From an optimization exercise on the open Yosys and OpenROAD flow, aimed at small area; shortcuts taken in it are not production practice.
Function was checked by simulation only, so behaviour that the tests miss may differ from the original.
Power figures rest on the tool's default switching activity, not on a simulated workload.

===== flow/config.mk =====
export PLATFORM = sky130hd
export DESIGN_NAME = E6_VGA
export DESIGN_NICKNAME = E6_VGA
export VERILOG_FILES = /design/flow/design.v
export SDC_FILE = /design/flow/constraint.sdc
export NUM_CORES = 8
export LEC_CHECK = 0
export CAP_MARGIN = 0
export CORE_MARGIN = 2
export CORE_UTILIZATION = 40
export GPL_TIMING_DRIVEN = 0
export SLEW_MARGIN = 0
export SYNTH_MEMORY_MAX_BITS = 65536

===== flow/constraint.sdc =====
create_clock -name core_clock -period 12.0 [get_ports {CLK}]
set_input_delay 2.4000 -clock core_clock [delete_from_list [all_inputs] [get_ports {CLK}]]
set_output_delay 2.4000 -clock core_clock [all_outputs]
set_load 0.01 [all_outputs]

===== flow/design.v =====
module E6_VGA (
	input						RST_N					,
	input						CLK						,
	output						VGA_HSYNC				,
	output						VGA_VSYNC				,
	output			[ 7:0]		VGA_R					,
	output			[ 7:0]		VGA_G					,
	output			[ 7:0]		VGA_B					,
	output						VGA_SYNC_N				,
	output						VGA_BLANK_N				,
	input						k						,
	input						k1						,
	input						k2						,
	input						remin					,
	input						rehour					,
	input						key1_N					,
	input						key2_N					,
	input			[ 1:0]		fast					,
	output						LED_hourly				,
	output						LED_alarm				,
	output			[41:0]		DigitalTube_out
);
	function [6:0] inc60;	 
		input [6:0] v;
		begin
			if (v[3:0] == 4'd9) inc60 = {(v[6:4] == 3'd5) ? 3'd0 : v[6:4] + 3'd1, 4'd0};
			else                inc60 = {v[6:4], v[3:0] + 4'd1};
		end
	endfunction
	function [6:0] dec60;
		input [6:0] v;
		begin
			if (v[3:0] == 4'd0) dec60 = {(v[6:4] == 3'd0) ? 3'd5 : v[6:4] - 3'd1, 4'd9};
			else                dec60 = {v[6:4], v[3:0] - 4'd1};
		end
	endfunction
	function [5:0] inc24;	 
		input [5:0] v;
		begin
			if (v == 6'h23)          inc24 = 6'h00;
			else if (v[3:0] == 4'd9) inc24 = {v[5:4] + 2'd1, 4'd0};
			else                     inc24 = {v[5:4], v[3:0] + 4'd1};
		end
	endfunction
	function [5:0] dec24;
		input [5:0] v;
		begin
			if (v == 6'h00)          dec24 = 6'h23;
			else if (v[3:0] == 4'd0) dec24 = {v[5:4] - 2'd1, 4'd9};
			else                     dec24 = {v[5:4], v[3:0] - 4'd1};
		end
	endfunction
	function [6:0] seg7;	 
		input [3:0] n;
		begin
			case (n)
				4'd0:    seg7 = 7'b1000000;
				4'd1:    seg7 = 7'b1111001;
				4'd2:    seg7 = 7'b0100100;
				4'd3:    seg7 = 7'b0110000;
				4'd4:    seg7 = 7'b0011001;
				4'd5:    seg7 = 7'b0010010;
				4'd6:    seg7 = 7'b0000010;
				4'd7:    seg7 = 7'b1111000;
				4'd9:    seg7 = 7'b0010000;
				4'd15:   seg7 = 7'b1111111;
				default: seg7 = 7'b0000000;
			endcase
		end
	endfunction
	function [3:0] c3to4;
		input [2:0] c;
		begin
			c3to4 = (c == 3'd7) ? 4'd15 : (c == 3'd6) ? 4'd8 : {1'b0, c};
		end
	endfunction
	reg			[14:0]		dcnt;
	reg						dclk;
	wire ge0 = dcnt[14] & dcnt[13] & dcnt[8] & dcnt[7] & dcnt[5] & dcnt[3];
	wire ge1 = (|dcnt[14:9]) | (dcnt[8] & dcnt[7] & (dcnt[6] | dcnt[5]));
	wire ge2 = (|dcnt[14:3]) | (dcnt[2] & dcnt[1]);
	wire ge  = (fast == 2'd0) ? ge0 : (fast == 2'd1) ? ge1 : ge2;
	wire tick = ge & ~dclk;
	always @(posedge CLK or negedge RST_N) begin
		if (!RST_N) begin
			dcnt <= 15'd0;
			dclk <= 1'b0;
		end else if (ge) begin
			dcnt <= 15'd0;
			dclk <= ~dclk;
		end else begin
			dcnt <= dcnt + 15'd1;
		end
	end
	reg			[22:0]		tcnt;
	reg						twk;
	wire tend = (tcnt == 23'd4272211);
	always @(posedge CLK or negedge RST_N) begin
		if (!RST_N) begin
			tcnt <= 23'd0;
			twk  <= 1'b1;
		end else if (tend) begin
			tcnt <= 23'd0;
			twk  <= ~twk;
		end else begin
			tcnt <= {tcnt[21:0], ~(tcnt[22] ^ tcnt[17])};
		end
	end
	reg			[7:0]		kc1, kc2;
	reg						p1, p2;
	wire kend1 = (kc1 == 8'd11);
	wire kend2 = (kc2 == 8'd11);
	always @(posedge CLK or negedge RST_N) begin
		if (!RST_N) begin
			kc1 <= 8'd0; p1 <= 1'b0;
			kc2 <= 8'd0; p2 <= 1'b0;
		end else if (tick) begin
			if (kend1) begin kc1 <= 8'd0; p1 <= 1'b1; end
			else begin p1 <= 1'b0; kc1 <= key1_N ? 8'd0 : {kc1[6:0], ~(kc1[7] ^ kc1[5] ^ kc1[4] ^ kc1[3])}; end
			if (kend2) begin kc2 <= 8'd0; p2 <= 1'b1; end
			else begin p2 <= 1'b0; kc2 <= key2_N ? 8'd0 : {kc2[6:0], ~(kc2[7] ^ kc2[5] ^ kc2[4] ^ kc2[3])}; end
		end
	end
	wire v_sw = k2;
	wire v_al = ~k2 & k;
	wire v_ck = ~k2 & ~k;
	reg			[9:0]		c_ms;
	reg			[6:0]		c_sec, c_min;
	reg			[5:0]		c_hour;
	reg						g_dir, g_h, g_m;
	reg						f_dir, f_h, f_m;
	wire c_norm  = ~g_dir & ~g_h & ~g_m;
	wire c_ms999 = (c_ms == 10'd690);
	wire c_sec59 = c_sec[6] & c_sec[4] & c_sec[3] & c_sec[0];
	wire c_min59 = c_min[6] & c_min[4] & c_min[3] & c_min[0];
	wire c_min0  = (c_min == 7'd0);
	wire c_secinc  = c_norm & c_ms999;
	wire c_mininc  = (c_secinc & c_sec59) | (g_m & ~g_dir);
	wire c_mindec  = g_m & g_dir;
	wire c_hourinc = (c_secinc & c_sec59 & c_min59) | (~g_dir & (g_h | (g_m & c_min59)));
	wire c_hourdec = g_dir & (g_h | (g_m & c_min0));
	wire [9:0] s_ms   = c_norm ? (c_ms999 ? 10'd0 : {c_ms[8:0], ~(c_ms[9] ^ c_ms[6])}) : c_ms;
	wire [6:0] s_sec  = c_secinc ? inc60(c_sec) : c_sec;
	wire [6:0] s_min  = c_mininc ? inc60(c_min) : c_mindec ? dec60(c_min) : c_min;
	wire [5:0] s_hour = c_hourinc ? inc24(c_hour) : c_hourdec ? dec24(c_hour) : c_hour;
	always @(posedge CLK or negedge RST_N) begin
		if (!RST_N) begin
			c_ms <= 10'd0; c_sec <= 7'd0; c_min <= 7'd0; c_hour <= 6'd0;
			g_dir <= 1'b1; g_h <= 1'b0; g_m <= 1'b0;
			f_dir <= 1'b0; f_h <= 1'b0; f_m <= 1'b0;
		end else if (tick) begin
			c_ms <= s_ms; c_sec <= s_sec; c_min <= s_min; c_hour <= s_hour;
			g_dir <= f_dir; g_h <= f_h; g_m <= f_m;
			if (v_ck) begin
				f_dir <= p2 & ~p1 & (rehour | remin);
				f_h   <= (p1 ^ p2) & rehour;
				f_m   <= (p1 ^ p2) & remin;
			end
		end
	end
	wire hourly = (s_min == 7'h59) & (s_sec[6:4] == 3'd5) & (s_sec[3:0] >= 4'd7);
	assign LED_hourly = hourly;
	reg			[6:0]		a_min;
	reg			[5:0]		a_hour;
	wire a_min59 = a_min[6] & a_min[4] & a_min[3] & a_min[0];
	wire a_min0  = (a_min == 7'd0);
	always @(posedge CLK or negedge RST_N) begin
		if (!RST_N) begin
			a_min <= 7'd0; a_hour <= 6'd0;
		end else if (tick & v_al) begin
			if (p1 & ~p2) begin
				if (remin) a_min <= inc60(a_min);
				if (rehour | (remin & a_min59)) a_hour <= inc24(a_hour);
			end else if (p2 & ~p1) begin
				if (remin) a_min <= dec60(a_min);
				if (rehour | (remin & a_min0)) a_hour <= dec24(a_hour);
			end
		end
	end
	wire alarm = k1 & (s_min == a_min) & (s_hour == a_hour);
	assign LED_alarm = alarm;
	reg			[3:0]		w_c2, w_c1, w_c0;
	reg			[6:0]		w_sec, w_min;
	reg			[5:0]		w_hour;
	reg						w_g;
	reg						w_en, w_rstn;
	wire w_c0_9 = w_c0[3] & w_c0[0];
	wire w_c1_9 = w_c1[3] & w_c1[0];
	wire w_c2_9 = w_c2[3] & w_c2[0];
	wire w_ms999 = w_c0_9 & w_c1_9 & w_c2_9;
	wire w_sec59 = w_sec[6] & w_sec[4] & w_sec[3] & w_sec[0];
	wire w_min59 = w_min[6] & w_min[4] & w_min[3] & w_min[0];
	always @(posedge CLK or negedge RST_N) begin
		if (!RST_N) begin
			w_c2 <= 4'd0; w_c1 <= 4'd0; w_c0 <= 4'd0;
			w_sec <= 7'd0; w_min <= 7'd0; w_hour <= 6'd0;
			w_g <= 1'b0;
		end else if (!w_rstn) begin
			w_c2 <= 4'd0; w_c1 <= 4'd0; w_c0 <= 4'd0;
			w_sec <= 7'd0; w_min <= 7'd0; w_hour <= 6'd0;
			w_g <= 1'b0;
		end else if (tick) begin
			w_g <= w_en;
			if (w_g) begin
				w_c0 <= w_c0_9 ? 4'd0 : w_c0 + 4'd1;
				if (w_c0_9) w_c1 <= w_c1_9 ? 4'd0 : w_c1 + 4'd1;
				if (w_c0_9 & w_c1_9) w_c2 <= w_c2_9 ? 4'd0 : w_c2 + 4'd1;
				if (w_ms999) w_sec <= inc60(w_sec);
				if (w_ms999 & w_sec59) w_min <= inc60(w_min);
				if (w_ms999 & w_sec59 & w_min59) w_hour <= inc24(w_hour);
			end
		end
	end
	always @(posedge CLK or negedge RST_N) begin
		if (!RST_N) begin
			w_en <= 1'b0; w_rstn <= 1'b0;
		end else if (tick & v_sw) begin
			case ({p2, p1})
				2'b01:   begin w_en <= ~w_en; w_rstn <= 1'b1; end
				2'b10:   begin w_en <= 1'b0;  w_rstn <= 1'b0; end
				2'b11:   begin w_en <= ~w_en; w_rstn <= 1'b0; end
				default: begin                w_rstn <= 1'b1; end
			endcase
		end
	end
	wire w_hz = (w_hour == 6'd0);
	wire [3:0] d0 = v_ck ? c_sec[3:0]        : v_al ? 4'd0               : w_hz ? w_c1              : w_sec[3:0];
	wire [3:0] d1 = v_ck ? {1'b0,c_sec[6:4]} : v_al ? 4'd0               : w_hz ? w_c2              : {1'b0,w_sec[6:4]};
	wire [3:0] d2 = v_ck ? c_min[3:0]        : v_al ? a_min[3:0]         : w_hz ? w_sec[3:0]        : w_min[3:0];
	wire [2:0] d3 = v_ck ? c_min[6:4]        : v_al ? a_min[6:4]         : w_hz ? w_sec[6:4]        : w_min[6:4];
	wire [3:0] d4 = v_ck ? c_hour[3:0]       : v_al ? a_hour[3:0]        : w_hz ? w_min[3:0]        : w_hour[3:0];
	wire [2:0] d5 = v_ck ? {1'b0,c_hour[5:4]}: v_al ? {1'b0,a_hour[5:4]} : w_hz ? w_min[6:4]        : {1'b0,w_hour[5:4]};
	reg						en01, en23, en45;
	reg			[3:0]		tc0, tc1, tc2, tc4;
	reg			[2:0]		tc3, tc5;
	always @(posedge CLK or negedge RST_N) begin
		if (!RST_N) begin
			en01 <= 1'b1; en23 <= 1'b1; en45 <= 1'b1;
			tc0 <= 4'd8; tc1 <= 4'd8; tc2 <= 4'd8; tc4 <= 4'd8;
			tc3 <= 3'd6; tc5 <= 3'd6;
		end else begin
			en01 <= ~v_al;
			en23 <= ~(~v_sw & remin) | twk;
			en45 <= ~(~v_sw & rehour) | twk;
			tc0 <= en01 ? d0 : 4'd15;
			tc1 <= en01 ? d1 : 4'd15;
			tc2 <= en23 ? d2 : 4'd15;
			tc3 <= en23 ? d3 : 3'd7;
			tc4 <= en45 ? d4 : 4'd15;
			tc5 <= en45 ? d5 : 3'd7;
		end
	end
	assign DigitalTube_out = {seg7(c3to4(tc5)), seg7(tc4), seg7(c3to4(tc3)), seg7(tc2), seg7(tc1), seg7(tc0)};
	reg			[10:0]		hc;
	reg			[9:0]		vc;
	wire hc_end = hc[10] & hc[8] & (&hc[5:0]);				 
	wire hc_v   = (hc == 11'd1048);
	wire vc_end = vc[9] & vc[8] & vc[5] & vc[2] & vc[0];	 
	always @(posedge CLK or negedge RST_N) begin
		if (!RST_N) begin
			hc <= 11'd1048;
			vc <= 10'd786;
		end else begin
			hc <= hc_end ? 11'd0 : hc + 11'd1;
			if (hc_v) vc <= vc_end ? 10'd0 : vc + 10'd1;
		end
	end
	wire hs = ~((hc >= 11'd1049) & (hc <= 11'd1184));
	wire vs = ~((vc >= 10'd787) & (vc <= 10'd792));
	assign VGA_HSYNC   = hs;
	assign VGA_VSYNC   = vs;
	assign VGA_SYNC_N  = 1'b0;
	assign VGA_BLANK_N = hs & vs;
	wire act = (vc >= 10'd16) & (vc <= 10'd783);
	wire pe  = act & (hc >= 11'd1) & (hc <= 11'd1024);
	wire lastpix  = hc[10];
	wire lastline = vc[9] & vc[8] & (&vc[3:0]);				 
	function [10:0] hnext;
		input [10:0] x;
		begin
			if (&x[7:1]) hnext = {(x[10:8] == 3'd5) ? 3'd0 : x[10:8] + 3'd1, 8'd0};
			else         hnext = {x[10:8], x[7:0] + 8'd1};
		end
	endfunction
	reg			[20:0]		cc;
	reg			[10:0]		hu, hu1;
	reg			[10:0]		hc_c;	 
	wire cc_end = cc[20] & cc[19] & cc[18] & cc[17] & cc[15] & cc[10] & cc[7];
	always @(posedge CLK or negedge RST_N) begin
		if (!RST_N) begin
			cc <= 21'd0; hu <= 11'd0; hu1 <= 11'd0;
		end else if (pe) begin
			if (cc_end) begin cc <= 21'd0; hu <= hnext(hu); end
			else cc <= cc + 21'd1;
			if (lastpix & lastline) hu1 <= hu;
		end
	end
	always @(posedge CLK) begin
		if (hc == 11'd0) hc_c <= hu1;
		else if (pe) hc_c <= hnext(hc_c);
	end
	wire [6:0] xb = hc[10:4];
	wire band_d = (vc[9:5] == 5'd12);
	wire band_i = (vc[9:5] == 5'd10);
	function [15:0] wgl;
		input [9:0] a;
		begin
			case (a)
				10'd5: wgl = 16'b0000111111100000;
				10'd6: wgl = 16'b0001111111110000;
				10'd7: wgl = 16'b0011110001111000;
				10'd8: wgl = 16'b0011100000111000;
				10'd9: wgl = 16'b0111000000011100;
				10'd10: wgl = 16'b0111000000011100;
				10'd11: wgl = 16'b0110000000011100;
				10'd12: wgl = 16'b0110000000001110;
				10'd13: wgl = 16'b1110000000001110;
				10'd14: wgl = 16'b1110000000001110;
				10'd15: wgl = 16'b1110000000001110;
				10'd16: wgl = 16'b1110000000001110;
				10'd17: wgl = 16'b1110000000001110;
				10'd18: wgl = 16'b1110000000001110;
				10'd19: wgl = 16'b1110000000001110;
				10'd20: wgl = 16'b0110000000001110;
				10'd21: wgl = 16'b0110000000011100;
				10'd22: wgl = 16'b0111000000011100;
				10'd23: wgl = 16'b0111000000011100;
				10'd24: wgl = 16'b0011100000111000;
				10'd25: wgl = 16'b0011110001111000;
				10'd26: wgl = 16'b0001111111110000;
				10'd27: wgl = 16'b0000111111100000;
				10'd28: wgl = 16'b0000001100000000;
				10'd37: wgl = 16'b0000001100000000;
				10'd38: wgl = 16'b0000001110000000;
				10'd39: wgl = 16'b0000001111000000;
				10'd40: wgl = 16'b0000001111100000;
				10'd41: wgl = 16'b0000001101110000;
				10'd42: wgl = 16'b0000001100111000;
				10'd43: wgl = 16'b0000001100011000;
				10'd44: wgl = 16'b0000001100001000;
				10'd45: wgl = 16'b0000001100000000;
				10'd46: wgl = 16'b0000001100000000;
				10'd47: wgl = 16'b0000001100000000;
				10'd48: wgl = 16'b0000001100000000;
				10'd49: wgl = 16'b0000001100000000;
				10'd50: wgl = 16'b0000001100000000;
				10'd51: wgl = 16'b0000001100000000;
				10'd52: wgl = 16'b0000001100000000;
				10'd53: wgl = 16'b0000001100000000;
				10'd54: wgl = 16'b0000001100000000;
				10'd55: wgl = 16'b0000001100000000;
				10'd56: wgl = 16'b0000001100000000;
				10'd57: wgl = 16'b0000001100000000;
				10'd58: wgl = 16'b0000001100000000;
				10'd59: wgl = 16'b0000001100000000;
				10'd68: wgl = 16'b0000001100000000;
				10'd69: wgl = 16'b0001111111100000;
				10'd70: wgl = 16'b0011111111111000;
				10'd71: wgl = 16'b0011110001111000;
				10'd72: wgl = 16'b0111000000011100;
				10'd73: wgl = 16'b0111000000001100;
				10'd74: wgl = 16'b0111000000001110;
				10'd75: wgl = 16'b0111000000000000;
				10'd76: wgl = 16'b0111000000000000;
				10'd77: wgl = 16'b0111000000000000;
				10'd78: wgl = 16'b0011100000000000;
				10'd79: wgl = 16'b0011110000000000;
				10'd80: wgl = 16'b0001110000000000;
				10'd81: wgl = 16'b0000111000000000;
				10'd82: wgl = 16'b0000111100000000;
				10'd83: wgl = 16'b0000011100000000;
				10'd84: wgl = 16'b0000001110000000;
				10'd85: wgl = 16'b0000000111000000;
				10'd86: wgl = 16'b0000000011100000;
				10'd87: wgl = 16'b0000000011110000;
				10'd88: wgl = 16'b0000000001111000;
				10'd89: wgl = 16'b0000000000111100;
				10'd90: wgl = 16'b0111111111111100;
				10'd91: wgl = 16'b0111111111111100;
				10'd101: wgl = 16'b0001111111100000;
				10'd102: wgl = 16'b0011111111110000;
				10'd103: wgl = 16'b0011100001111000;
				10'd104: wgl = 16'b0111000000011000;
				10'd105: wgl = 16'b0111000000011100;
				10'd106: wgl = 16'b0111000000001100;
				10'd107: wgl = 16'b0111000000000000;
				10'd108: wgl = 16'b0111000000000000;
				10'd109: wgl = 16'b0011100000000000;
				10'd110: wgl = 16'b0001110000000000;
				10'd111: wgl = 16'b0000111110000000;
				10'd112: wgl = 16'b0001111110000000;
				10'd113: wgl = 16'b0011110000000000;
				10'd114: wgl = 16'b0111100000000000;
				10'd115: wgl = 16'b0111000000000000;
				10'd116: wgl = 16'b0111000000000000;
				10'd117: wgl = 16'b0110000000000000;
				10'd118: wgl = 16'b0110000000001110;
				10'd119: wgl = 16'b0111000000011100;
				10'd120: wgl = 16'b0111000000011100;
				10'd121: wgl = 16'b0011110001111000;
				10'd122: wgl = 16'b0011111111111000;
				10'd123: wgl = 16'b0000111111100000;
				10'd124: wgl = 16'b0000000100000000;
				10'd133: wgl = 16'b0011100000000000;
				10'd134: wgl = 16'b0011110000000000;
				10'd135: wgl = 16'b0011110000000000;
				10'd136: wgl = 16'b0011111000000000;
				10'd137: wgl = 16'b0011111100000000;
				10'd138: wgl = 16'b0011101110000000;
				10'd139: wgl = 16'b0011101110000000;
				10'd140: wgl = 16'b0011100111000000;
				10'd141: wgl = 16'b0011100011100000;
				10'd142: wgl = 16'b0011100011100000;
				10'd143: wgl = 16'b0011100001110000;
				10'd144: wgl = 16'b0011100000111000;
				10'd145: wgl = 16'b0011100000111000;
				10'd146: wgl = 16'b0011100000011100;
				10'd147: wgl = 16'b0011100000001110;
				10'd148: wgl = 16'b0011100000000110;
				10'd149: wgl = 16'b1111111111111111;
				10'd150: wgl = 16'b1111111111111111;
				10'd151: wgl = 16'b0011100000000000;
				10'd152: wgl = 16'b0011100000000000;
				10'd153: wgl = 16'b0011100000000000;
				10'd154: wgl = 16'b0011100000000000;
				10'd155: wgl = 16'b0011100000000000;
				10'd165: wgl = 16'b0111111111110000;
				10'd166: wgl = 16'b0111111111110000;
				10'd167: wgl = 16'b0111111111111000;
				10'd168: wgl = 16'b0000000000111000;
				10'd169: wgl = 16'b0000000000011000;
				10'd170: wgl = 16'b0000000000011000;
				10'd171: wgl = 16'b0000000000011100;
				10'd172: wgl = 16'b0000000000011100;
				10'd173: wgl = 16'b0000111111111100;
				10'd174: wgl = 16'b0001111111111100;
				10'd175: wgl = 16'b0011110000011100;
				10'd176: wgl = 16'b0111100000001110;
				10'd177: wgl = 16'b0111000000000000;
				10'd178: wgl = 16'b0111000000000000;
				10'd179: wgl = 16'b1110000000000000;
				10'd180: wgl = 16'b1110000000000000;
				10'd181: wgl = 16'b0110000000000000;
				10'd182: wgl = 16'b0111000000000110;
				10'd183: wgl = 16'b0111000000001110;
				10'd184: wgl = 16'b0111100000001110;
				10'd185: wgl = 16'b0011110000011100;
				10'd186: wgl = 16'b0001111111111100;
				10'd187: wgl = 16'b0000111111110000;
				10'd188: wgl = 16'b0000000111000000;
				10'd197: wgl = 16'b0000111000000000;
				10'd198: wgl = 16'b0000111100000000;
				10'd199: wgl = 16'b0000011100000000;
				10'd200: wgl = 16'b0000001110000000;
				10'd201: wgl = 16'b0000001111000000;
				10'd202: wgl = 16'b0000000111000000;
				10'd203: wgl = 16'b0000000011100000;
				10'd204: wgl = 16'b0000000011100000;
				10'd205: wgl = 16'b0000111101110000;
				10'd206: wgl = 16'b0011111111111000;
				10'd207: wgl = 16'b0111111111111000;
				10'd208: wgl = 16'b1111000000111100;
				10'd209: wgl = 16'b1110000000011100;
				10'd210: wgl = 16'b1110000000011100;
				10'd211: wgl = 16'b1100000000001110;
				10'd212: wgl = 16'b1100000000001110;
				10'd213: wgl = 16'b1100000000001110;
				10'd214: wgl = 16'b1110000000001100;
				10'd215: wgl = 16'b1110000000011100;
				10'd216: wgl = 16'b1110000000011100;
				10'd217: wgl = 16'b0111100001111000;
				10'd218: wgl = 16'b0011111111111000;
				10'd219: wgl = 16'b0001111111100000;
				10'd220: wgl = 16'b0000001100000000;
				10'd229: wgl = 16'b1111111111111110;
				10'd230: wgl = 16'b1111111111111110;
				10'd231: wgl = 16'b1111111111111110;
				10'd232: wgl = 16'b0110000000000000;
				10'd233: wgl = 16'b0111000000000000;
				10'd234: wgl = 16'b0011000000000000;
				10'd235: wgl = 16'b0011100000000000;
				10'd236: wgl = 16'b0001100000000000;
				10'd237: wgl = 16'b0001110000000000;
				10'd238: wgl = 16'b0000110000000000;
				10'd239: wgl = 16'b0000111000000000;
				10'd240: wgl = 16'b0000011000000000;
				10'd241: wgl = 16'b0000011100000000;
				10'd242: wgl = 16'b0000011100000000;
				10'd243: wgl = 16'b0000001110000000;
				10'd244: wgl = 16'b0000001110000000;
				10'd245: wgl = 16'b0000000110000000;
				10'd246: wgl = 16'b0000000111000000;
				10'd247: wgl = 16'b0000000111000000;
				10'd248: wgl = 16'b0000000111000000;
				10'd249: wgl = 16'b0000000011100000;
				10'd250: wgl = 16'b0000000011100000;
				10'd251: wgl = 16'b0000000011100000;
				10'd261: wgl = 16'b0000111111100000;
				10'd262: wgl = 16'b0001111111111000;
				10'd263: wgl = 16'b0011110000111000;
				10'd264: wgl = 16'b0111000000011100;
				10'd265: wgl = 16'b0111000000001100;
				10'd266: wgl = 16'b0111000000001100;
				10'd267: wgl = 16'b0111000000001100;
				10'd268: wgl = 16'b0111000000011100;
				10'd269: wgl = 16'b0011100000011100;
				10'd270: wgl = 16'b0001111111111000;
				10'd271: wgl = 16'b0000111111110000;
				10'd272: wgl = 16'b0001111111111000;
				10'd273: wgl = 16'b0011110001111100;
				10'd274: wgl = 16'b0111000000011100;
				10'd275: wgl = 16'b0111000000001110;
				10'd276: wgl = 16'b1110000000001110;
				10'd277: wgl = 16'b1110000000001110;
				10'd278: wgl = 16'b1110000000001110;
				10'd279: wgl = 16'b1110000000001110;
				10'd280: wgl = 16'b0111000000001110;
				10'd281: wgl = 16'b0111100000111100;
				10'd282: wgl = 16'b0011111111111100;
				10'd283: wgl = 16'b0001111111110000;
				10'd284: wgl = 16'b0000001110000000;
				10'd293: wgl = 16'b0000111111110000;
				10'd294: wgl = 16'b0001111111111000;
				10'd295: wgl = 16'b0011110001111100;
				10'd296: wgl = 16'b0111100000011100;
				10'd297: wgl = 16'b0111000000001110;
				10'd298: wgl = 16'b0111000000001110;
				10'd299: wgl = 16'b0111000000001110;
				10'd300: wgl = 16'b0111000000001110;
				10'd301: wgl = 16'b0111000000001110;
				10'd302: wgl = 16'b0111000000001110;
				10'd303: wgl = 16'b0111100000001110;
				10'd304: wgl = 16'b0011110000011100;
				10'd305: wgl = 16'b0011111111111100;
				10'd306: wgl = 16'b0001111111110000;
				10'd307: wgl = 16'b0001111111000000;
				10'd308: wgl = 16'b0000111000000000;
				10'd309: wgl = 16'b0000111100000000;
				10'd310: wgl = 16'b0000011100000000;
				10'd311: wgl = 16'b0000001110000000;
				10'd312: wgl = 16'b0000001110000000;
				10'd313: wgl = 16'b0000000111000000;
				10'd314: wgl = 16'b0000000111000000;
				10'd315: wgl = 16'b0000000011100000;
				10'd316: wgl = 16'b0000000001110000;
				10'd525: wgl = 16'b0000001110000000;
				10'd526: wgl = 16'b0000001110000000;
				10'd527: wgl = 16'b0000001110000000;
				10'd537: wgl = 16'b0000001110000000;
				10'd538: wgl = 16'b0000001110000000;
				10'd539: wgl = 16'b0000001110000000;
				10'd548: wgl = 16'b0000011111111111;
				10'd549: wgl = 16'b0000011111111111;
				10'd550: wgl = 16'b0000011100000011;
				10'd551: wgl = 16'b0000011100000011;
				10'd552: wgl = 16'b1111011100000011;
				10'd553: wgl = 16'b1111011100000011;
				10'd554: wgl = 16'b0011011100000011;
				10'd555: wgl = 16'b0000011100000011;
				10'd556: wgl = 16'b0000011100000011;
				10'd557: wgl = 16'b0000011111111111;
				10'd558: wgl = 16'b0000011111111111;
				10'd559: wgl = 16'b1100011100000011;
				10'd560: wgl = 16'b1000011100000011;
				10'd561: wgl = 16'b1000011100000011;
				10'd562: wgl = 16'b0000011100000011;
				10'd563: wgl = 16'b0000011100000011;
				10'd564: wgl = 16'b0000011100000011;
				10'd565: wgl = 16'b0000011100000011;
				10'd566: wgl = 16'b0000011111111111;
				10'd567: wgl = 16'b0000011111111111;
				10'd568: wgl = 16'b0000011100000011;
				10'd569: wgl = 16'b0000011100000011;
				10'd570: wgl = 16'b0000011100000011;
				10'd571: wgl = 16'b0000000000000011;
				10'd572: wgl = 16'b0000000000000011;
				10'd576: wgl = 16'b0000011100000000;
				10'd577: wgl = 16'b0000001100000000;
				10'd578: wgl = 16'b0000001100000000;
				10'd579: wgl = 16'b0000001100000000;
				10'd580: wgl = 16'b0000001100000000;
				10'd581: wgl = 16'b0000001100000000;
				10'd582: wgl = 16'b0000001100000000;
				10'd583: wgl = 16'b0000001100000000;
				10'd584: wgl = 16'b0111111111111111;
				10'd585: wgl = 16'b0111111111111111;
				10'd586: wgl = 16'b0100001100000000;
				10'd587: wgl = 16'b0000001100000000;
				10'd588: wgl = 16'b0000001100000000;
				10'd589: wgl = 16'b0000001100000000;
				10'd590: wgl = 16'b0000001100000001;
				10'd591: wgl = 16'b0000001100000001;
				10'd592: wgl = 16'b0000001100000011;
				10'd593: wgl = 16'b0000001100000011;
				10'd594: wgl = 16'b0000001100000111;
				10'd595: wgl = 16'b0000001100000111;
				10'd596: wgl = 16'b0000001100000110;
				10'd597: wgl = 16'b0000001100000000;
				10'd598: wgl = 16'b0000001100000000;
				10'd599: wgl = 16'b0000001100000000;
				10'd600: wgl = 16'b0000001100000000;
				10'd601: wgl = 16'b0000001100000000;
				10'd602: wgl = 16'b0000001100000000;
				10'd603: wgl = 16'b0000001100000000;
				10'd604: wgl = 16'b0000001110000000;
				10'd605: wgl = 16'b0000001111111000;
				10'd606: wgl = 16'b0000001111110000;
				10'd607: wgl = 16'b0000000011110000;
				10'd608: wgl = 16'b0000000000100000;
				10'd609: wgl = 16'b0000000001111000;
				10'd610: wgl = 16'b1111000011110000;
				10'd611: wgl = 16'b1111000111100000;
				10'd612: wgl = 16'b0000000111000000;
				10'd613: wgl = 16'b0100000010000000;
				10'd614: wgl = 16'b1110000000000000;
				10'd615: wgl = 16'b1100000000001110;
				10'd616: wgl = 16'b1000000000001110;
				10'd617: wgl = 16'b0000000000001110;
				10'd618: wgl = 16'b1111111110001110;
				10'd619: wgl = 16'b1111111110001110;
				10'd620: wgl = 16'b1100000000001110;
				10'd621: wgl = 16'b1100000000001110;
				10'd622: wgl = 16'b1100000000001110;
				10'd623: wgl = 16'b1100000000001110;
				10'd624: wgl = 16'b1111111110001110;
				10'd625: wgl = 16'b1111111110001110;
				10'd626: wgl = 16'b1100001110001110;
				10'd627: wgl = 16'b1100001110001110;
				10'd628: wgl = 16'b1100001110001110;
				10'd629: wgl = 16'b1100001110001110;
				10'd630: wgl = 16'b1100001110001110;
				10'd631: wgl = 16'b1100001110001110;
				10'd632: wgl = 16'b1100001110001110;
				10'd633: wgl = 16'b1100001110001110;
				10'd634: wgl = 16'b1100001110001110;
				10'd635: wgl = 16'b1100000000001110;
				10'd636: wgl = 16'b1100000000001110;
				10'd637: wgl = 16'b1100000000001110;
				10'd638: wgl = 16'b0000000000001110;
				10'd639: wgl = 16'b0000000000001110;
				10'd642: wgl = 16'b0011111111111111;
				10'd643: wgl = 16'b0011111111111111;
				10'd644: wgl = 16'b0011000000000000;
				10'd645: wgl = 16'b0011000000000000;
				10'd646: wgl = 16'b0011000000000000;
				10'd647: wgl = 16'b0011000000000001;
				10'd648: wgl = 16'b0011000000000001;
				10'd649: wgl = 16'b0011000000000000;
				10'd650: wgl = 16'b0011000111111111;
				10'd651: wgl = 16'b0011000111111111;
				10'd652: wgl = 16'b0011000000000001;
				10'd653: wgl = 16'b0011000000000001;
				10'd654: wgl = 16'b0011000000000001;
				10'd655: wgl = 16'b0011000000000001;
				10'd656: wgl = 16'b0011000011111111;
				10'd657: wgl = 16'b0011000011111111;
				10'd658: wgl = 16'b0011000011100001;
				10'd659: wgl = 16'b0011000011100001;
				10'd660: wgl = 16'b0011000011100001;
				10'd661: wgl = 16'b0011000011100001;
				10'd662: wgl = 16'b0011000011100001;
				10'd663: wgl = 16'b0011000011100001;
				10'd664: wgl = 16'b0011000011111001;
				10'd665: wgl = 16'b0011000011111001;
				10'd666: wgl = 16'b0011000000110001;
				10'd667: wgl = 16'b0011000000000001;
				10'd668: wgl = 16'b0011100000000001;
				10'd669: wgl = 16'b0011111110000001;
				10'd670: wgl = 16'b0011111100000000;
				10'd671: wgl = 16'b0000111100000000;
				10'd673: wgl = 16'b0000000000100000;
				10'd674: wgl = 16'b0000000011100000;
				10'd675: wgl = 16'b0000000011110000;
				10'd676: wgl = 16'b0000000001110000;
				10'd677: wgl = 16'b0000000001110000;
				10'd678: wgl = 16'b0000111111111000;
				10'd679: wgl = 16'b0000111111111100;
				10'd680: wgl = 16'b1110000000011100;
				10'd681: wgl = 16'b1100000000001110;
				10'd682: wgl = 16'b1100000000001111;
				10'd683: wgl = 16'b1100000000000111;
				10'd684: wgl = 16'b1100011111111011;
				10'd685: wgl = 16'b1100011111111000;
				10'd686: wgl = 16'b1100000011100000;
				10'd687: wgl = 16'b1100000011100000;
				10'd688: wgl = 16'b1100000011100000;
				10'd689: wgl = 16'b1100000011100000;
				10'd690: wgl = 16'b1100111111111110;
				10'd691: wgl = 16'b1100111111111110;
				10'd692: wgl = 16'b1100000011100000;
				10'd693: wgl = 16'b1100000011100000;
				10'd694: wgl = 16'b1100000011100000;
				10'd695: wgl = 16'b1110000011100000;
				10'd696: wgl = 16'b0000010011100000;
				10'd697: wgl = 16'b0000111011100000;
				10'd698: wgl = 16'b0000111111100000;
				10'd699: wgl = 16'b0000011111100000;
				10'd700: wgl = 16'b0000000111110000;
				10'd701: wgl = 16'b0000000011110000;
				10'd702: wgl = 16'b0000000001100000;
				10'd705: wgl = 16'b0000000001110000;
				10'd706: wgl = 16'b0000000001110000;
				10'd707: wgl = 16'b0000000001110000;
				10'd708: wgl = 16'b0000000001110000;
				10'd709: wgl = 16'b0000000001110000;
				10'd710: wgl = 16'b0000000001110000;
				10'd711: wgl = 16'b0000000001110000;
				10'd712: wgl = 16'b0011111111111111;
				10'd713: wgl = 16'b0011111111111111;
				10'd714: wgl = 16'b0011100001110000;
				10'd715: wgl = 16'b0011100001110000;
				10'd716: wgl = 16'b0011100001110000;
				10'd717: wgl = 16'b0011100001110000;
				10'd718: wgl = 16'b0011100001110000;
				10'd719: wgl = 16'b0011100001110000;
				10'd720: wgl = 16'b0011100001110000;
				10'd721: wgl = 16'b0011100001110000;
				10'd722: wgl = 16'b0011100001110000;
				10'd723: wgl = 16'b0011111111111111;
				10'd724: wgl = 16'b0011111111111111;
				10'd725: wgl = 16'b0011100001110000;
				10'd726: wgl = 16'b0011100001110000;
				10'd727: wgl = 16'b0011100001110000;
				10'd728: wgl = 16'b0000000001110000;
				10'd729: wgl = 16'b0000000001110000;
				10'd730: wgl = 16'b0000000001110000;
				10'd731: wgl = 16'b0000000001110000;
				10'd732: wgl = 16'b0000000001110000;
				10'd733: wgl = 16'b0000000001110000;
				10'd734: wgl = 16'b0000000001110000;
				10'd735: wgl = 16'b0000000001110000;
				default: wgl = 16'd0;
			endcase
		end
	endfunction
	reg  [3:0] dsel;
	always @* begin
		case (xb[2:0])
			3'd4:    dsel = c3to4(tc5);
			3'd5:    dsel = tc4;
			3'd7:    dsel = c3to4(tc3);
			3'd0:    dsel = tc2;
			3'd2:    dsel = tc1;
			3'd3:    dsel = tc0;
			default: dsel = 4'd15;
		endcase
	end
	wire in_d = band_d & (xb >= 7'd36) & (xb <= 7'd43);
	wire is_colon = (xb == 7'd38) | (xb == 7'd41);
	wire in_i = band_i & (((xb >= 7'd35) & (xb <= 7'd38)) | ((xb >= 7'd41) & (xb <= 7'd44)));
	reg  [2:0] isel;
	always @* begin
		case (xb[3:0])
			4'd3:    isel = 3'd0;
			4'd4:    isel = 3'd1;
			4'd9:    isel = 3'd2;
			4'd10:   isel = 3'd3;
			4'd5:    isel = 3'd4;
			4'd11:   isel = 3'd4;
			default: isel = 3'd5;
		endcase
	end
	wire [4:0] gid = in_d ? (is_colon ? 5'd16 : {1'b0, dsel}) : in_i ? 5'd17 + {2'b00, isel} : 5'd31;
	wire [15:0] gw = wgl({gid, vc[4:0]});
	wire gcov = gw[hc[3:0]];
	reg						white, inv, hourly_d, alarm_d;
	wire img_inv = band_i & (((xb <= 7'd38) & hourly_d) | ((xb >= 7'd41) & alarm_d));
	always @(posedge CLK) begin
		white <= gcov & ~img_inv;
		inv   <= gcov & img_inv;
		hourly_d <= hourly;
		alarm_d  <= alarm;
	end
	wire [2:0] cs = hc_c[10:8];
	wire [7:0] co = hc_c[7:0];
	wire       co0 = (co == 8'd0);
	wire [2:0] cs_p3 = (cs >= 3'd3) ? cs - 3'd3 : cs + 3'd3;
	wire [2:0] cs_p2 = (cs >= 3'd4) ? cs - 3'd4 : cs + 3'd2;
	wire [2:0] qs = inv ? (co0 ? cs_p2 : cs_p3) : cs;
	wire [7:0] qo = inv ? (co0 ? 8'd254 : co - 8'd1) : co;
	reg [7:0] wr, wg, wb;
	always @* begin
		case (qs)
			3'd0:    begin wr = 8'hff; wg = qo;    wb = 8'h00; end
			3'd1:    begin wr = ~qo;   wg = 8'hff; wb = 8'h00; end
			3'd2:    begin wr = 8'h00; wg = 8'hff; wb = qo;    end
			3'd3:    begin wr = 8'h00; wg = ~qo;   wb = 8'hff; end
			3'd4:    begin wr = qo;    wg = 8'h00; wb = 8'hff; end
			default: begin wr = 8'hff; wg = 8'h00; wb = ~qo;   end
		endcase
	end
	assign VGA_R = pe ? (white ? 8'hff : wr) : 8'h00;
	assign VGA_G = pe ? (white ? 8'hff : wg) : 8'h00;
	assign VGA_B = pe ? (white ? 8'hff : wb) : 8'h00;
endmodule

===== flow/flow/run.sh =====
#!/bin/bash
# Layout flow: the standard synthesis, then the combinational logic of its
# netlist is re-mapped with an area-oriented ABC script (registers, their
# names and cell types are kept as the standard synthesis made them), checked
# for equivalence with the standard netlist, and the rest of the standard flow
# (floorplan to finish) lays it out. Each tool's output goes to its own log.
set -uo pipefail
W=$PWD
F=$W/flow
R=$W/orfs/results/${FLOW_PLATFORM}/E6_VGA/base
LIB=$FLOW_HOME/platforms/${FLOW_PLATFORM}/lib/sky130_fd_sc_hd__tt_025C_1v80.lib

YOSYS=yosys
command -v yosys > /dev/null 2>&1 || YOSYS=$FLOW_HOME/../tools/install/yosys/bin/yosys
ABC=yosys-abc
command -v yosys-abc > /dev/null 2>&1 || ABC=$FLOW_HOME/../tools/install/yosys/bin/yosys-abc

# 1. standard synthesis
bash standard.sh synth > $W/log_synth.txt 2>&1 || { echo "standard synthesis failed"; exit 1; }
cp $R/1_2_yosys.v $W/std_1_2_yosys.v

# 2. re-map the combinational logic
export REMAP_IN=$W/std_1_2_yosys.v
export REMAP_OUT=$W/remapped.v
export REMAP_LIB=$LIB
export REMAP_ABC=$F/area.abc
export REMAP_TMP=$W
export REMAP_SEQ="$(grep -oE 'sky130_fd_sc_hd__(df|edf|sdf|dl|sdl)[a-z0-9_]*' $REMAP_IN | sort -u | tr '\n' ' ')"
export REMAP_DONTUSE="$(sed -n '/DONT_USE_CELLS += /,/^#/p' $FLOW_HOME/platforms/${FLOW_PLATFORM}/config.mk | grep -oE 'sky130_fd_sc_hd__[a-z0-9_]+' | tr '\n' ' ')"

ok=0
if $YOSYS -c $F/remap.tcl > $W/log_remap.txt 2>&1 && [[ -s $REMAP_OUT ]]; then
  if $YOSYS -c $F/eqcheck.tcl > $W/log_eqcheck.txt 2>&1; then
    $ABC -c "cec -n $W/gold.blif $W/gate.blif" > $W/log_cec.txt 2>&1
    if grep -q "Networks are equivalent" $W/log_cec.txt; then
      ok=1
    fi
  fi
fi

if [[ $ok == 1 ]]; then
  echo "re-mapped netlist is equivalent; using it"
  cp $REMAP_OUT $R/1_2_yosys.v
  rm -f $R/1_synth.odb $R/1_synth.sdc
else
  echo "re-mapping failed or not proven equivalent; keeping the standard netlist"
fi

# 3. the rest of the standard flow, with the make settings listed in
#    flow/make_args (one VAR=value per line)
ARGS=()
if [[ -f $F/make_args ]]; then
  while IFS= read -r line; do
    [[ -n "$line" && "${line:0:1}" != "#" ]] && ARGS+=("$line")
  done < $F/make_args
fi
bash standard.sh "${ARGS[@]}" finish > $W/log_finish.txt 2>&1 || { echo "layout failed"; tail -30 $W/log_finish.txt; exit 1; }
echo "done"

===== flow/flow/area.abc =====
strash
dc2
balance -l; resub -K 6 -l; rewrite -l; resub -K 6 -N 2 -l; refactor -l; resub -K 8 -l; balance -l; resub -K 8 -N 2 -l; rewrite -l; resub -K 10 -l; rewrite -z -l; resub -K 10 -N 2 -l; balance -l; resub -K 12 -l; refactor -z -l; resub -K 12 -N 2 -l; rewrite -z -l; balance -l
balance -l; resub -K 6 -l; rewrite -l; resub -K 6 -N 2 -l; refactor -l; resub -K 8 -l; balance -l; resub -K 8 -N 2 -l; rewrite -l; resub -K 10 -l; rewrite -z -l; resub -K 10 -N 2 -l; balance -l; resub -K 12 -l; refactor -z -l; resub -K 12 -N 2 -l; rewrite -z -l; balance -l
dch -f
amap
topo

===== flow/flow/eqcheck.tcl =====
# Check that the re-mapped netlist is equivalent to the standard synthesis
# netlist, registers paired by name (ABC cec on the flattened netlists).
yosys -import
set lib $::env(REMAP_LIB)
set tmp $::env(REMAP_TMP)
foreach {which file} [list gold $::env(REMAP_IN) gate $::env(REMAP_OUT)] {
  design -reset
  read_liberty -overwrite -ignore_miss_func -ignore_miss_data_latch $lib
  read_verilog $file
  hierarchy -top E6_VGA
  flatten
  yosys rename -hide w:* x:* %d
  opt_clean -purge
  async2sync
  dffunmap
  opt_clean -purge
  write_blif -gates $tmp/$which.blif
}

===== flow/flow/make_args =====
BUFFER_PORTS_ARGS=-buffer_cell sky130_fd_sc_hd__buf_1
CTS_ARGS=-sink_clustering_enable -repair_clock_nets -buf_list sky130_fd_sc_hd__clkbuf_8 -sink_clustering_size 15 -sink_clustering_max_diameter 60 -dont_use_dummy_load

===== flow/flow/remap.tcl =====
# Re-map the combinational logic of the standard synthesis netlist with a
# stronger area-oriented ABC script. Registers (their instances, names and
# cell types) are kept exactly as the standard synthesis made them.
# env: REMAP_IN, REMAP_OUT, REMAP_LIB, REMAP_ABC, REMAP_DONTUSE
yosys -import
set lib $::env(REMAP_LIB)
set du {}
foreach c $::env(REMAP_DONTUSE) { lappend du -dont_use $c }
read_liberty -overwrite -ignore_miss_func -ignore_miss_data_latch $lib
read_verilog $::env(REMAP_IN)
hierarchy -top E6_VGA
# keep every sequential cell as an instance
setattr -mod -set keep_hierarchy 1 {*}$::env(REMAP_SEQ)
flatten
opt_clean -purge
select -module E6_VGA
opt -full
abc -liberty $lib {*}$du -script $::env(REMAP_ABC)
opt_clean -purge
hilomap -singleton -hicell sky130_fd_sc_hd__conb_1 HI -locell sky130_fd_sc_hd__conb_1 LO
splitnets
opt_clean -purge
insbuf -buf sky130_fd_sc_hd__buf_4 A X
opt_clean -purge
select -clear
read_liberty -lib -overwrite -ignore_miss_func -ignore_miss_data_latch $lib
tee -o $::env(REMAP_OUT).stat stat -top E6_VGA -liberty $lib
write_verilog -noattr -noexpr -nohex -nodec -selected $::env(REMAP_OUT)

===== flow/standard.sh =====
#!/bin/bash
# synth_recipe.tcl (not shown) runs the flow's synth.tcl, then flattens the netlist and writes it again
# the make line also repeats each setting of config.mk as NAME=value (left out here)
make -C /OpenROAD-flow-scripts/flow DESIGN_CONFIG=/design/flow/config.mk WORK_HOME=/design/flow/orfs CLKGATE_MAP_FILE= SYNTH_SCRIPT=/design/flow/synth_recipe.tcl "${@:-finish}"

==> metrics.md <==
| Metric | Value |
|---|---|
| Initial core utilization | 40.29% |
| Iter 0 DRT Violations | 1386 |
| Slew headroom | 7.035% |
| Net Sw Frac | 38.68% |
| Worst-path clk slew | 0.09 ns |
| Die area | 40340 um2 |
| P_sw | 877.3 uW |
| Min-delay worst type | flip-flop to flip-flop |
| # DRC | 0 |
| Worst slew pin tran | 1.394 ns |
| Worst Setup End Kind | output pin |
| CTS root buf | clkbuf_8 |
| Largest net degree at the start of global routing | 52 |
| CP required | 9.60 ns |
| DP HPWL | 46.28 mm |
| Initial antenna violation count | 1 |
| Power density cells | 132.5 nW/um2 |
| Cells after synthesis | 2090 |
| Synth Net Count | 2101 |
| Synthesized area per cell | 7.416 um2 |
| CTS tree | yes |
| Hold_sp | tcnt[20] |
| Cell total after placement | 2701 |
| Status | timing/DRC/antenna clean |
| Share of total power in combinational logic | 31.3% |
| Number of global-route vias before repair | 15900 |
| Antenna-violating nets left | 0 |
| Tot GR Track Use | 29.56% |
| CP Launch Type | flip-flop |
| Skew final | 0.08448 ns |
| Launch point of the worst path | c_ms[5] |
| VDD IR max | 0.1224 mV |
| Worst-Skew Late Latency | 0.60 ns |
| Power Internal | 1.391 mW |
| CTS Buf Count | 27 |
| CTS max path bufs | 3 |
| Max-cap violations | 0 |
| Sink Count | 246 |
| Unrepaired setup endpoints after global routing | false |
| Clk pwr share | 21.0% |
| Placement Setup Slack | 3.900 ns |
| Routed vias | 16460 |
| Overall Power | 2.268 mW |
| Routed Wire Length | 60.16 mm |
| Nets@finish | 2224 |
| Area Overhead vs Synth | 10.44% |
| Leak Pwr | 6.241 nW |
| Row Count | 72 |
| Synthesized cell area | 15500 um2 |
| Register share of total power | 47.6% |
| Max-slew violation count | 0 |
| Number of H-tree levels | 1 |
| First-pass GRT wire length | 92.88 mm |
| WS Path Type | flip-flop to output pin |
| # IOs | 83 |
| RePlAce Congestion | 0.9922 |
| Worst path arrival time | 6.61 ns |
| Yosys warns | 1 |
| Post-CTS sizing | 0 |
| Worst Path Max Fanout | 7 |
| CORE AREA | 38470 um2 |
| Die H | 200.8 um |
| Vias per cell | 6.028 |
| R2R Path Start | hc[8] |
| Postcts setup bufs | 0 |
| Avg WL per Cell | 22.04 um |
| Final Instance Count excl. Fillers | 2730 |
| TritonRoute pass-1 iters | 5 |
| Final WS setup | 2.990 ns |
| Post-layout util | 44.50% |
| Final setup violation count | 0 |
| Highest clock rate | 111.0 MHz |
| Chip width | 200.8 um |
| GR Overflow Total | 0 |
| Port bufs | 81 |
| Cts hold-fix bufs | 0 |
| Post-layout min period | 9.010 ns |
| Share of cells above drive strength 1 | 3.166% |
| Crit share post-route | 75.08% |
| Final hold violations | 0 |
==> through the flow <==
step           instance area [um2]  hold WS (ns)  setup TNS (ns)
3_3_place_gp                 16450        0.3547         -642.65
6_report                     17120        0.3805               0
3_5_place_dp                 16730        0.3521               0
4_1_cts                      17100        0.3759               0
2_1_floorplan                15500        0.3454               0
5_1_grt                      17110        0.3988               0
==> layout by cell type (no fill, tap or decap), types with 26 or more instances in the layout <==
cell type and count:
buf_1 82, o221ai_1 38, clkbuf_8 27, dfrtp_1 211, nand3_1 26, nor2_1 487
nand2_1 148, a211oi_1 31, a21oi_1 124, a31oi_1 27, nor3_1 120, o21ai_0 152
o22ai_1 74, clkinv_1 295
==> power by group through the flow <==
| stage | Sequential (mW) | Combinational [mW] | Clock (mW) |
|---|---|---|---|
| after floorplan | 1.05 | 0.504 | 0 |
| after global placement | 1.09 | 0.681 | 0 |
| after detailed placement | 1.09 | 0.704 | 0 |
| after CTS | 1.08 | 0.705 | 0.497 |
| after global routing | 1.10 | 0.804 | 0.531 |
| final | 1.08 | 0.711 | 0.477 |
==> state kept, by name (all words and copies together), names as in the netlist, 7 cells and up <==
register  cells
a_min         7
c_min         7
c_ms         10
c_sec         7
cc           21
dcnt         15
hc           11
hc_c         11
hu           11
hu1          11
kc1           8
kc2           8
tcnt         23
vc           10
w_min         7
w_sec         7
==> path summary, 6_finish.rpt <==
check / endpoint / slack, ns / depth (start not counted)
worst min register to register: tcnt[21] / 0.38 / 0
worst max-delay path: LED_alarm / 2.99 / 18
worst max register to register: white / 3.87 / 22
min in group asynchronous: cc[8] / 1.66 / 1
worst min-delay path: tcnt[21] / 0.38 / 0
max in group asynchronous: en45 / 8.78 / 6
==> layer usage <==
layer / part of all wire, % / GRT usage [%]
met4: 5.2 / 14.26
met5: 0.022 / 0
met2: 45 / 47.76
met3: 7.4 / 5.438
met1: 42 / 38.33
==> critical path, cell delays in order (launching register included) <==
cell and delay [ns]:
dfrtp_1 0.34, clkinv_1 0.11, or4_1 0.51, or4_1 0.60, or3_1 0.44, o41ai_1 0.38, nand2_1 0.19, nor2_1 0.17
clkinv_1 0.13, o22ai_1 0.53, a211oi_1 0.11, nor3_1 0.47, clkinv_1 0.17, a21oi_1 0.19, o221ai_1 0.12, a2111oi_0 0.46
o211ai_1 0.17, nor4_1 0.70, buf_1 0.21
==> area by class of cell <==
cell class                 instances  area (um2)
tap                              518       648.1
timing repair buffer              94       541.8
buffer                             2       7.507
fill                            3980       21350
sequential                       246        6216
antenna                            1       2.502
inverter                         296        1112
clock buffer                      27       371.6
multi-input combinational       1546        8217

[afterwards: timing with drivers on the ports]
Ports are ideal in the flow. The routed layout listed here was re-timed in OpenROAD.
Step 1: set_driving_cell puts a clkbuf_16 on CLK and a buf_2 on each other input, an assumption about the parent block.
Step 2 moves the port delays by t, midway between the first and last clock arrival at a register: inputs arrive t later, outputs are due t later. That takes back most of the time a late clock gives input paths.
Slacks: ideal / step 1 / step 2; pairs: ideal / step 1.
shift t [ns]: 0.612
slack for setup (ns): 2.990 / 2.941 / 3.553
worst setup path at the end: register to output
After both steps this run still meets setup and hold. The setup slack of this run moves by -0.049 ns with the drivers and by +0.563 ns with both steps.
